This design comes from an exercise in tuning for small area on the open sky130 flow, not from production work. RTL that was checked went through simulation tests only; none was proved equivalent to the original. Power and IR drop assume default switching activity.

== main ==
==> flow/design.v (excerpt) <==
module ADS8688
(
input wire rst_n,
input CLK_50M,
output clk_100,
output reg CS,
output wire SCLK,
output reg SDI,
input SDO,
output reg RST,
output reg [15:0] rddat7,rddat6,rddat5,rddat0,rddat4,rddat3,outRMS,
input [11:0] dataAddr,
input RDdata
);
For scale: about 1700 cells after synthesis, roughly 780 flip-flops, roughly 27000 sq um of cells after synthesis.
==> flow/config.mk <==
export PLATFORM = sky130hd
export DESIGN_NAME = ADS8688
export DESIGN_NICKNAME = ADS8688
export VERILOG_FILES = /design/flow/design.v
export SDC_FILE = /design/flow/constraint.sdc
export NUM_CORES = 4
export LEC_CHECK = 0
export CAP_MARGIN = 20
export CORE_MARGIN = 2
export CORE_UTILIZATION = 78
export CTS_BUF_LIST = sky130_fd_sc_hd__clkbuf_8
export CTS_CLUSTER_DIAMETER = 55
export CTS_CLUSTER_SIZE = 18
export PLACE_DENSITY = 0.85
export SLEW_MARGIN = 20
==> flow/constraint.sdc <==
create_clock -name core_clock -period 10.0 [get_ports {CLK_50M}]
set_input_delay 2.0000 -clock core_clock [delete_from_list [all_inputs] [get_ports {CLK_50M}]]
set_output_delay 2.0000 -clock core_clock [all_outputs]
set_load 0.01 [all_outputs]
standard.sh (not shown) runs the stock make flow with config.mk's settings and CLKGATE_MAP_FILE= SYNTH_SCRIPT=/design/flow/synth_recipe.tcl, a recipe that flattens the netlist after the stock synthesis.
==> flow/flow/run.sh <==
#!/bin/bash
# The standard layout (standard.sh), changed in three ways:
#  - synthesis maps the logic with an area-oriented ABC script (flow/area.abc)
#    instead of ORFS's speed script; everything else in synthesis is the standard flow's own
#    synth_recipe.tcl, so the registers are the standard synthesis's;
#  - port buffers are sky130_fd_sc_hd__buf_1 (every port still gets one);
#  - CTS inserts no dummy loads.
# make's output goes to flow.log; ORFS writes each step's log under orfs/logs.
set -euo pipefail
W=$PWD
F=$W/flow
{
  echo "set ::area_abc_script $F/area.abc"
  echo "source $F/abc_proc.tcl"
  cat "$W/synth_recipe.tcl"
} > "$W/area_synth.tcl"
sed -e "s#SYNTH_SCRIPT=[^ ]*#SYNTH_SCRIPT=$W/area_synth.tcl#" "$W/standard.sh" > "$W/area_standard.sh"
grep -q "SYNTH_SCRIPT=$W/area_synth.tcl" "$W/area_standard.sh"
export BUFFER_PORTS_ARGS="-buffer_cell sky130_fd_sc_hd__buf_1"
export CTS_ARGS="-sink_clustering_enable -repair_clock_nets -sink_clustering_size 18 -sink_clustering_max_diameter 55 -buf_list sky130_fd_sc_hd__clkbuf_8 -dont_use_dummy_load"
bash "$W/area_standard.sh" > "$W/flow.log" 2>&1
==> flow/flow/abc_proc.tcl <==
# Point yosys's abc call at the area-oriented script; all other arguments stay.
proc abc {args} {
  set i [lsearch -exact $args -script]
  if {$i >= 0} { lset args [expr {$i + 1}] $::area_abc_script }
  yosys abc {*}$args
}
==> flow/flow/area.abc <==
&get -n
&st
&dch -f
&nf -p -a -R 1000
&put
topo
Edits applied to the flow inputs when going from main to the feature branch:
-- flow/design.v --
<<< main, line 164
	endcase
reg [15:0] acc;
wire [15:0] acc_in = t0 ? (c ? {v, 1'b1} : 16'd0) : acc;
wire [19:0] pp0 = {5'd0, v & {15{m[0]}}};
wire [19:0] pp1 = {4'd0, v & {15{m[1]}}, 1'b0};
>>> the feature branch, line 164
	endcase
reg [15:0] acc;
reg [4:1] dq;
wire [15:0] acc_in = t0 ? (c ? {v, 1'b1} : 16'd0) : acc;
wire [4:0] dq_in = t0 ? 5'd0 : {1'b0, dq};
wire [19:0] pp0 = {5'd0, v & {15{m[0]}}};
wire [19:0] pp1 = {4'd0, v & {15{m[1]}}, 1'b0};
<<< main, line 176
wire [19:0] s3 = s2 ^ c2 ^ pp3;
wire [19:0] c3 = {(s2[18:0] & c2[18:0]) | (s2[18:0] & pp3[18:0]) | (c2[18:0] & pp3[18:0]), 1'b0};
wire [20:0] rc;
wire [19:0] s;
assign rc[0] = 1'b0;
genvar gi;
generate
	for (gi = 0; gi < 20; gi = gi + 1) begin : g_rca
		assign s[gi] = s3[gi] ^ c3[gi] ^ rc[gi];
		assign rc[gi+1] = (s3[gi] & c3[gi]) | (s3[gi] & rc[gi]) | (c3[gi] & rc[gi]);
	end
endgenerate
always @(posedge CLK_50M)
	acc <= s[19:4];
reg cy;
wire [3:0] rb = zf ? 4'd0 : rsel;
>>> the feature branch, line 178
wire [19:0] s3 = s2 ^ c2 ^ pp3;
wire [19:0] c3 = {(s2[18:0] & c2[18:0]) | (s2[18:0] & pp3[18:0]) | (c2[18:0] & pp3[18:0]), 1'b0};
wire [19:0] s;
wire [20:0] rc;
genvar gi;
generate
	for (gi = 0; gi < 20; gi = gi + 1) begin : g_cpa
		wire cin = (gi % 4 == 0) ? dq_in[gi / 4] : rc[gi];
		assign s[gi] = s3[gi] ^ c3[gi] ^ cin;
		assign rc[gi+1] = (s3[gi] & c3[gi]) | (s3[gi] & cin) | (c3[gi] & cin);
	end
endgenerate
assign rc[0] = 1'b0;
always @(posedge CLK_50M) begin
	acc <= s[19:4];
	dq <= {rc[16], rc[12], rc[8], rc[4]};
end
reg cy;
wire [3:0] rb = zf ? 4'd0 : rsel;
Notes after the runs:
Delta (the feature branch minus main): layout cell share with drive strength beyond 1 went down; number of instances in the synthesized netlist went up; post-synthesis sequential element count went up. On the feature branch: path length in cells of the critical path is 14 lower than what main gave. Taking main as the reference, in the feature branch final critical-path share of the clock period now sits lower, worst hold slack now sits higher, routed wire length now sits at about the same level, worst setup slack now sits higher, share of the final layout cell area in multi-input gates now sits at about the same level. The feature branch vs main on final design instance area without fill: the feature branch is the lower one.
No functional check of the RTL was part of main.

* * *

== before ==
The RTL this note starts from:
==> flow/design.v <==
module OverZero
(
	input  [15:0] datain,
	input  [15:0] zero,
	output        flag
);
	assign flag = (datain > zero);
endmodule
module ADS8688
(
input wire rst_n,
input CLK_50M,
output clk_100,
output reg CS,
output wire SCLK,
output reg SDI,
input SDO,
output reg RST,
output reg [15:0] rddat7,rddat6,rddat5,rddat0,rddat4,rddat3,outRMS,
input [11:0] dataAddr,
input RDdata
);
reg [1:0] ph;
wire spi_rise = (ph == 2'd2);
wire spi_fall = (ph == 2'd1);
always @(posedge CLK_50M or negedge rst_n)
	if (!rst_n)
		ph <= 2'd0;
	else if (ph == 2'd2)
		ph <= 2'd0;
	else
		ph <= ph + 2'd1;
assign SCLK = ~CS & (ph != 2'd2);
reg [6:0] cnt;
reg [3:0] order;
wire frame_end = (cnt > 7'd82);
reg [15:0] cmd;
always @(*)
	case (order)
	4'd0:  cmd = 16'h0B00;
	4'd1:  cmd = 16'h1901;
	4'd2:  cmd = 16'h1701;
	4'd3:  cmd = 16'h1501;
	4'd4:  cmd = 16'h0B01;
	4'd5:  cmd = 16'h1301;
	4'd6:  cmd = 16'h1101;
	4'd7:  cmd = 16'hDC00;
	4'd8:  cmd = 16'hD800;
	4'd9:  cmd = 16'hD400;
	4'd10: cmd = 16'hC000;
	4'd11: cmd = 16'hD000;
	4'd12: cmd = 16'hCC00;
	default: cmd = 16'hCC00;
	endcase
always @(posedge CLK_50M or negedge rst_n)
	if (!rst_n) begin
		cnt <= 7'd0;
		CS <= 1'b0;
		RST <= 1'b0;
		order <= 4'd0;
		SDI <= 1'b0;
	end else if (spi_rise) begin
		RST <= 1'b1;
		if (frame_end) begin
			CS <= 1'b1;
			cnt <= 7'd40;
			order <= (order == 4'd12) ? 4'd7 : order + 4'd1;
		end else begin
			CS <= (cnt < 7'd50);
			cnt <= cnt + 7'd1;
		end
		if (cnt >= 7'd50 && cnt <= 7'd65)
			SDI <= cmd[4'd15 - cnt[3:0] + 4'd2];
	end
wire capture = spi_fall && order > 4'd6 && cnt >= 7'd67 && cnt <= 7'd82;
always @(posedge CLK_50M or negedge rst_n)
	if (!rst_n) begin
		rddat7 <= 16'd0;
		rddat6 <= 16'd0;
		rddat5 <= 16'd0;
		rddat0 <= 16'd0;
		rddat4 <= 16'd0;
		rddat3 <= 16'd0;
	end else if (spi_rise && frame_end) begin
		if (order == 4'd7)  rddat3 <= rddat;
		if (order == 4'd8)  rddat7 <= rddat;
		if (order == 4'd9)  rddat6 <= rddat;
		if (order == 4'd10) rddat5 <= rddat;
		if (order == 4'd11) rddat0 <= rddat;
		if (order == 4'd12) rddat4 <= rddat;
	end
OverZero OverZero_inst
(
	.datain(rddat6),
	.zero(16'd32768),
	.flag(clk_100)
);
reg cs_d;
always @(posedge CLK_50M or negedge rst_n)
	if (!rst_n)
		cs_d <= 1'b0;
	else
		cs_d <= CS;
wire evt = CS & ~cs_d;
reg r1, r2;
reg [15:0] cnt50;
reg [15:0] max_cnt;
reg pvalid;       
reg accp;         
reg zf;           
wire latch = r1 & ~r2 & (cnt50 > 16'd100);
always @(posedge CLK_50M or negedge rst_n)
	if (!rst_n) begin
		r1 <= 1'b0;
		r2 <= 1'b0;
		cnt50 <= 16'd0;
		pvalid <= 1'b0;
		accp <= 1'b0;
	end else if (evt) begin
		r1 <= clk_100;
		r2 <= r1;
		cnt50 <= latch ? 16'd0 : cnt50 + 16'd1;
		accp <= ~latch;
		if (latch)
			pvalid <= 1'b1;
	end
wire t0 = (cnt[1:0] == 2'd0) && (ph == 2'd0);
wire win = (cnt >= 7'd44) && (cnt <= 7'd67);
wire mac = (cnt >= 7'd44) && (cnt <= 7'd66);
wire [2:0] p = cnt[4:2] - 3'd3;    
wire win_end = (cnt == 7'd67) && (ph == 2'd2);
always @(posedge CLK_50M or negedge rst_n)
	if (!rst_n)
		zf <= 1'b1;
	else if (evt && latch)
		zf <= 1'b1;
	else if (win_end && accp)
		zf <= 1'b0;
reg [47:0] ring7, ring6, ring5, ring0, ring4, ring3;
reg [47:0] Power_7, Power_6, Power_5, Power_0, Power_4, Power_3;
reg [15:0] x;
reg [3:0] rsel;
always @(*)
	case (p)
	3'd0: begin x = rddat7; rsel = ring7[3:0]; end
	3'd1: begin x = rddat6; rsel = ring6[3:0]; end
	3'd2: begin x = rddat5; rsel = ring5[3:0]; end
	3'd3: begin x = rddat0; rsel = ring0[3:0]; end
	3'd4: begin x = rddat4; rsel = ring4[3:0]; end
	default: begin x = rddat3; rsel = ring3[3:0]; end
	endcase
wire c = ~x[15];
wire [14:0] v = x[14:0] ^ {15{c}};
reg [3:0] m;
always @(*)
	case ({cnt[1:0], ph})
	4'b0000: m = v[3:0];
	4'b0001: m = v[7:4];
	4'b0010: m = v[11:8];
	4'b0100: m = {1'b0, v[14:12]};
	default: m = 4'd0;
	endcase
reg [15:0] acc;
reg [4:1] dq;
wire [15:0] acc_in = t0 ? (c ? {v, 1'b1} : 16'd0) : acc;
wire [4:0] dq_in = t0 ? 5'd0 : {1'b0, dq};
wire [19:0] pp0 = {5'd0, v & {15{m[0]}}};
wire [19:0] pp1 = {4'd0, v & {15{m[1]}}, 1'b0};
wire [19:0] pp2 = {3'd0, v & {15{m[2]}}, 2'b0};
wire [19:0] pp3 = {2'd0, v & {15{m[3]}}, 3'b0};
wire [19:0] a0 = {4'd0, acc_in};
wire [19:0] s1 = a0 ^ pp0 ^ pp1;
wire [19:0] c1 = {(a0[18:0] & pp0[18:0]) | (a0[18:0] & pp1[18:0]) | (pp0[18:0] & pp1[18:0]), 1'b0};
wire [19:0] s2 = s1 ^ c1 ^ pp2;
wire [19:0] c2 = {(s1[18:0] & c1[18:0]) | (s1[18:0] & pp2[18:0]) | (c1[18:0] & pp2[18:0]), 1'b0};
wire [19:0] s3 = s2 ^ c2 ^ pp3;
wire [19:0] c3 = {(s2[18:0] & c2[18:0]) | (s2[18:0] & pp3[18:0]) | (c2[18:0] & pp3[18:0]), 1'b0};
wire [19:0] s;
wire [20:0] rc;
genvar gi;
generate
	for (gi = 0; gi < 20; gi = gi + 1) begin : g_cpa
		wire cin = (gi % 4 == 0) ? dq_in[gi / 4] : rc[gi];
		assign s[gi] = s3[gi] ^ c3[gi] ^ cin;
		assign rc[gi+1] = (s3[gi] & c3[gi]) | (s3[gi] & cin) | (c3[gi] & cin);
	end
endgenerate
assign rc[0] = 1'b0;
always @(posedge CLK_50M)
	if (mac)
		acc <= s[19:4];
	else if (capture)
		acc <= {acc[14:0], SDO};
wire [15:0] rddat = acc;
always @(posedge CLK_50M)
	dq <= {rc[16], rc[12], rc[8], rc[4]};
reg cy;
wire [3:0] rb = zf ? 4'd0 : rsel;
wire [4:0] dc;
wire [4:0] sum;
wire [3:0] pd = mac ? s[3:0] : 4'd0;
assign dc[0] = t0 ? 1'b0 : cy;
generate
	for (gi = 0; gi < 4; gi = gi + 1) begin : g_dig
		assign sum[gi] = rb[gi] ^ pd[gi] ^ dc[gi];
		assign dc[gi+1] = (rb[gi] & pd[gi]) | (rb[gi] & dc[gi]) | (pd[gi] & dc[gi]);
	end
endgenerate
assign sum[4] = dc[4];
always @(posedge CLK_50M)
	cy <= sum[4];
wire act = win & accp;
always @(posedge CLK_50M) begin
	ring7 <= {(act && p == 3'd0) ? sum[3:0] : ring7[3:0], ring7[47:4]};
	ring6 <= {(act && p == 3'd1) ? sum[3:0] : ring6[3:0], ring6[47:4]};
	ring5 <= {(act && p == 3'd2) ? sum[3:0] : ring5[3:0], ring5[47:4]};
	ring0 <= {(act && p == 3'd3) ? sum[3:0] : ring0[3:0], ring0[47:4]};
	ring4 <= {(act && p == 3'd4) ? sum[3:0] : ring4[3:0], ring4[47:4]};
	ring3 <= {(act && p == 3'd5) ? sum[3:0] : ring3[3:0], ring3[47:4]};
end
always @(posedge CLK_50M)
	if (evt && latch) begin
		Power_7 <= ring7;
		Power_6 <= ring6;
		Power_5 <= ring5;
		Power_0 <= ring0;
		Power_4 <= ring4;
		Power_3 <= ring3;
		max_cnt <= cnt50;
	end
always @(posedge CLK_50M or negedge rst_n)
	if (!rst_n)
		outRMS <= 16'd0;
	else if (RDdata) begin
		if (!pvalid)
			outRMS <= 16'd0;
		else
			case (dataAddr[7:0])
			8'd0:  outRMS <= Power_7[47:32];
			8'd1:  outRMS <= Power_7[31:16];
			8'd2:  outRMS <= Power_7[15:0];
			8'd3:  outRMS <= Power_6[47:32];
			8'd4:  outRMS <= Power_6[31:16];
			8'd5:  outRMS <= Power_6[15:0];
			8'd6:  outRMS <= Power_5[47:32];
			8'd7:  outRMS <= Power_5[31:16];
			8'd8:  outRMS <= Power_5[15:0];
			8'd9:  outRMS <= Power_0[47:32];
			8'd10: outRMS <= Power_0[31:16];
			8'd11: outRMS <= Power_0[15:0];
			8'd12: outRMS <= Power_4[47:32];
			8'd13: outRMS <= Power_4[31:16];
			8'd14: outRMS <= Power_4[15:0];
			8'd15: outRMS <= Power_3[47:32];
			8'd16: outRMS <= Power_3[31:16];
			8'd17: outRMS <= Power_3[15:0];
			8'd18: outRMS <= max_cnt;
			default: outRMS <= 16'd0;
			endcase
	end
endmodule
Settings: LEC_CHECK=0, CAP_MARGIN=20, CORE_MARGIN=2, CORE_UTILIZATION=78, CTS_BUF_LIST=sky130_fd_sc_hd__clkbuf_8, CTS_CLUSTER_DIAMETER=55, CTS_CLUSTER_SIZE=18, PLACE_DENSITY=0.85, SLEW_MARGIN=20; clock period 10.0 ns.
Scripts as last shown in full above: flow/flow/run.sh, flow/flow/abc_proc.tcl, flow/flow/area.abc
[inputs] after vs before
diff --git a/flow/design.v b/flow/design.v
--- a/flow/design.v
+++ b/flow/design.v
@@ -34,4 +34,5 @@
 reg [6:0] cnt;
 reg [3:0] order;
+reg [15:0] rddat;
 wire frame_end = (cnt > 7'd82);
 reg [15:0] cmd;
@@ -73,5 +74,7 @@
 			SDI <= cmd[4'd15 - cnt[3:0] + 4'd2];
 	end
-wire capture = spi_fall && order > 4'd6 && cnt >= 7'd67 && cnt <= 7'd82;
+always @(posedge CLK_50M)
+	if (spi_fall && order > 4'd6 && cnt >= 7'd67 && cnt <= 7'd82)
+		rddat <= {rddat[14:0], SDO};
 always @(posedge CLK_50M or negedge rst_n)
 	if (!rst_n) begin
@@ -127,5 +130,4 @@
 wire t0 = (cnt[1:0] == 2'd0) && (ph == 2'd0);
 wire win = (cnt >= 7'd44) && (cnt <= 7'd67);
-wire mac = (cnt >= 7'd44) && (cnt <= 7'd66);
 wire [2:0] p = cnt[4:2] - 3'd3;    
 wire win_end = (cnt == 7'd67) && (ph == 2'd2);
@@ -162,7 +164,5 @@
 	endcase
 reg [15:0] acc;
-reg [4:1] dq;
 wire [15:0] acc_in = t0 ? (c ? {v, 1'b1} : 16'd0) : acc;
-wire [4:0] dq_in = t0 ? 5'd0 : {1'b0, dq};
 wire [19:0] pp0 = {5'd0, v & {15{m[0]}}};
 wire [19:0] pp1 = {4'd0, v & {15{m[1]}}, 1'b0};
@@ -176,33 +176,17 @@
 wire [19:0] s3 = s2 ^ c2 ^ pp3;
 wire [19:0] c3 = {(s2[18:0] & c2[18:0]) | (s2[18:0] & pp3[18:0]) | (c2[18:0] & pp3[18:0]), 1'b0};
-wire [19:0] s;
-wire [20:0] rc;
+wire [19:0] s = s3 + c3;
 genvar gi;
-generate
-	for (gi = 0; gi < 20; gi = gi + 1) begin : g_cpa
-		wire cin = (gi % 4 == 0) ? dq_in[gi / 4] : rc[gi];
-		assign s[gi] = s3[gi] ^ c3[gi] ^ cin;
-		assign rc[gi+1] = (s3[gi] & c3[gi]) | (s3[gi] & cin) | (c3[gi] & cin);
-	end
-endgenerate
-assign rc[0] = 1'b0;
-always @(posedge CLK_50M)
-	if (mac)
-		acc <= s[19:4];
-	else if (capture)
-		acc <= {acc[14:0], SDO};
-wire [15:0] rddat = acc;
-always @(posedge CLK_50M)
-	dq <= {rc[16], rc[12], rc[8], rc[4]};
+always @(posedge CLK_50M)
+	acc <= s[19:4];
 reg cy;
 wire [3:0] rb = zf ? 4'd0 : rsel;
 wire [4:0] dc;
 wire [4:0] sum;
-wire [3:0] pd = mac ? s[3:0] : 4'd0;
 assign dc[0] = t0 ? 1'b0 : cy;
 generate
 	for (gi = 0; gi < 4; gi = gi + 1) begin : g_dig
-		assign sum[gi] = rb[gi] ^ pd[gi] ^ dc[gi];
-		assign dc[gi+1] = (rb[gi] & pd[gi]) | (rb[gi] & dc[gi]) | (pd[gi] & dc[gi]);
+		assign sum[gi] = rb[gi] ^ s[gi] ^ dc[gi];
+		assign dc[gi+1] = (rb[gi] & s[gi]) | (rb[gi] & dc[gi]) | (s[gi] & dc[gi]);
 	end
 endgenerate
Findings:
- Compared with before, the router placed more vias in after.
- Summary — power per cell area, after relative to before: higher, by about 1.7%.
- after gives more core utilization than before did.
- The met2 track demand over resource of after is higher than that of before.
- Route | after vs before | wire longer in after
- Between before and after, the area of the die is higher for after.
- before -> after: reported max-cap violation count delta 0, exact match
- Sequential share of layout area, before and after: higher on after
- Against before, after comes in 3 lower on count of buffer and inverter cells on the critical path.
- Summary of the comparison: fraction of registers with async set or reset after synthesis is lower in after, relative to before.
For after, only the layout was checked, not whether the RTL still works.

==> static timing again, ports no longer ideal <==
In the flow no input, the clock included, has a driving cell. The finished layouts below were timed again as built, in two steps.
Step 1, drivers: a clkbuf_16 drives CLK_50M and a buf_2 each remaining input, both assumed.
Step 2 moves the port delays by t, midway between the first and last clock arrival at a register: inputs arrive t later, outputs are due t later. That takes back most of the time a late clock gives input paths.
a / b / c = no drivers / after step 1 / after step 2; a / b = the first two.
| run | t, ns | setup WS [ns] | worst data-port slew with drivers (ns) |
|---|---|---|---|
| main | 0.675 | 0.267 / 0.267 / 0.267 | 0.03 |
| the feature branch | 0.676 | 2.345 / 2.345 / 2.345 | 0.04 |
| before | 0.657 | 1.721 / 1.721 / 1.721 | 0.03 |
| after | 0.682 | 1.689 / 1.689 / 1.689 | 0.03 |
After both steps setup and hold are still met in every run listed.
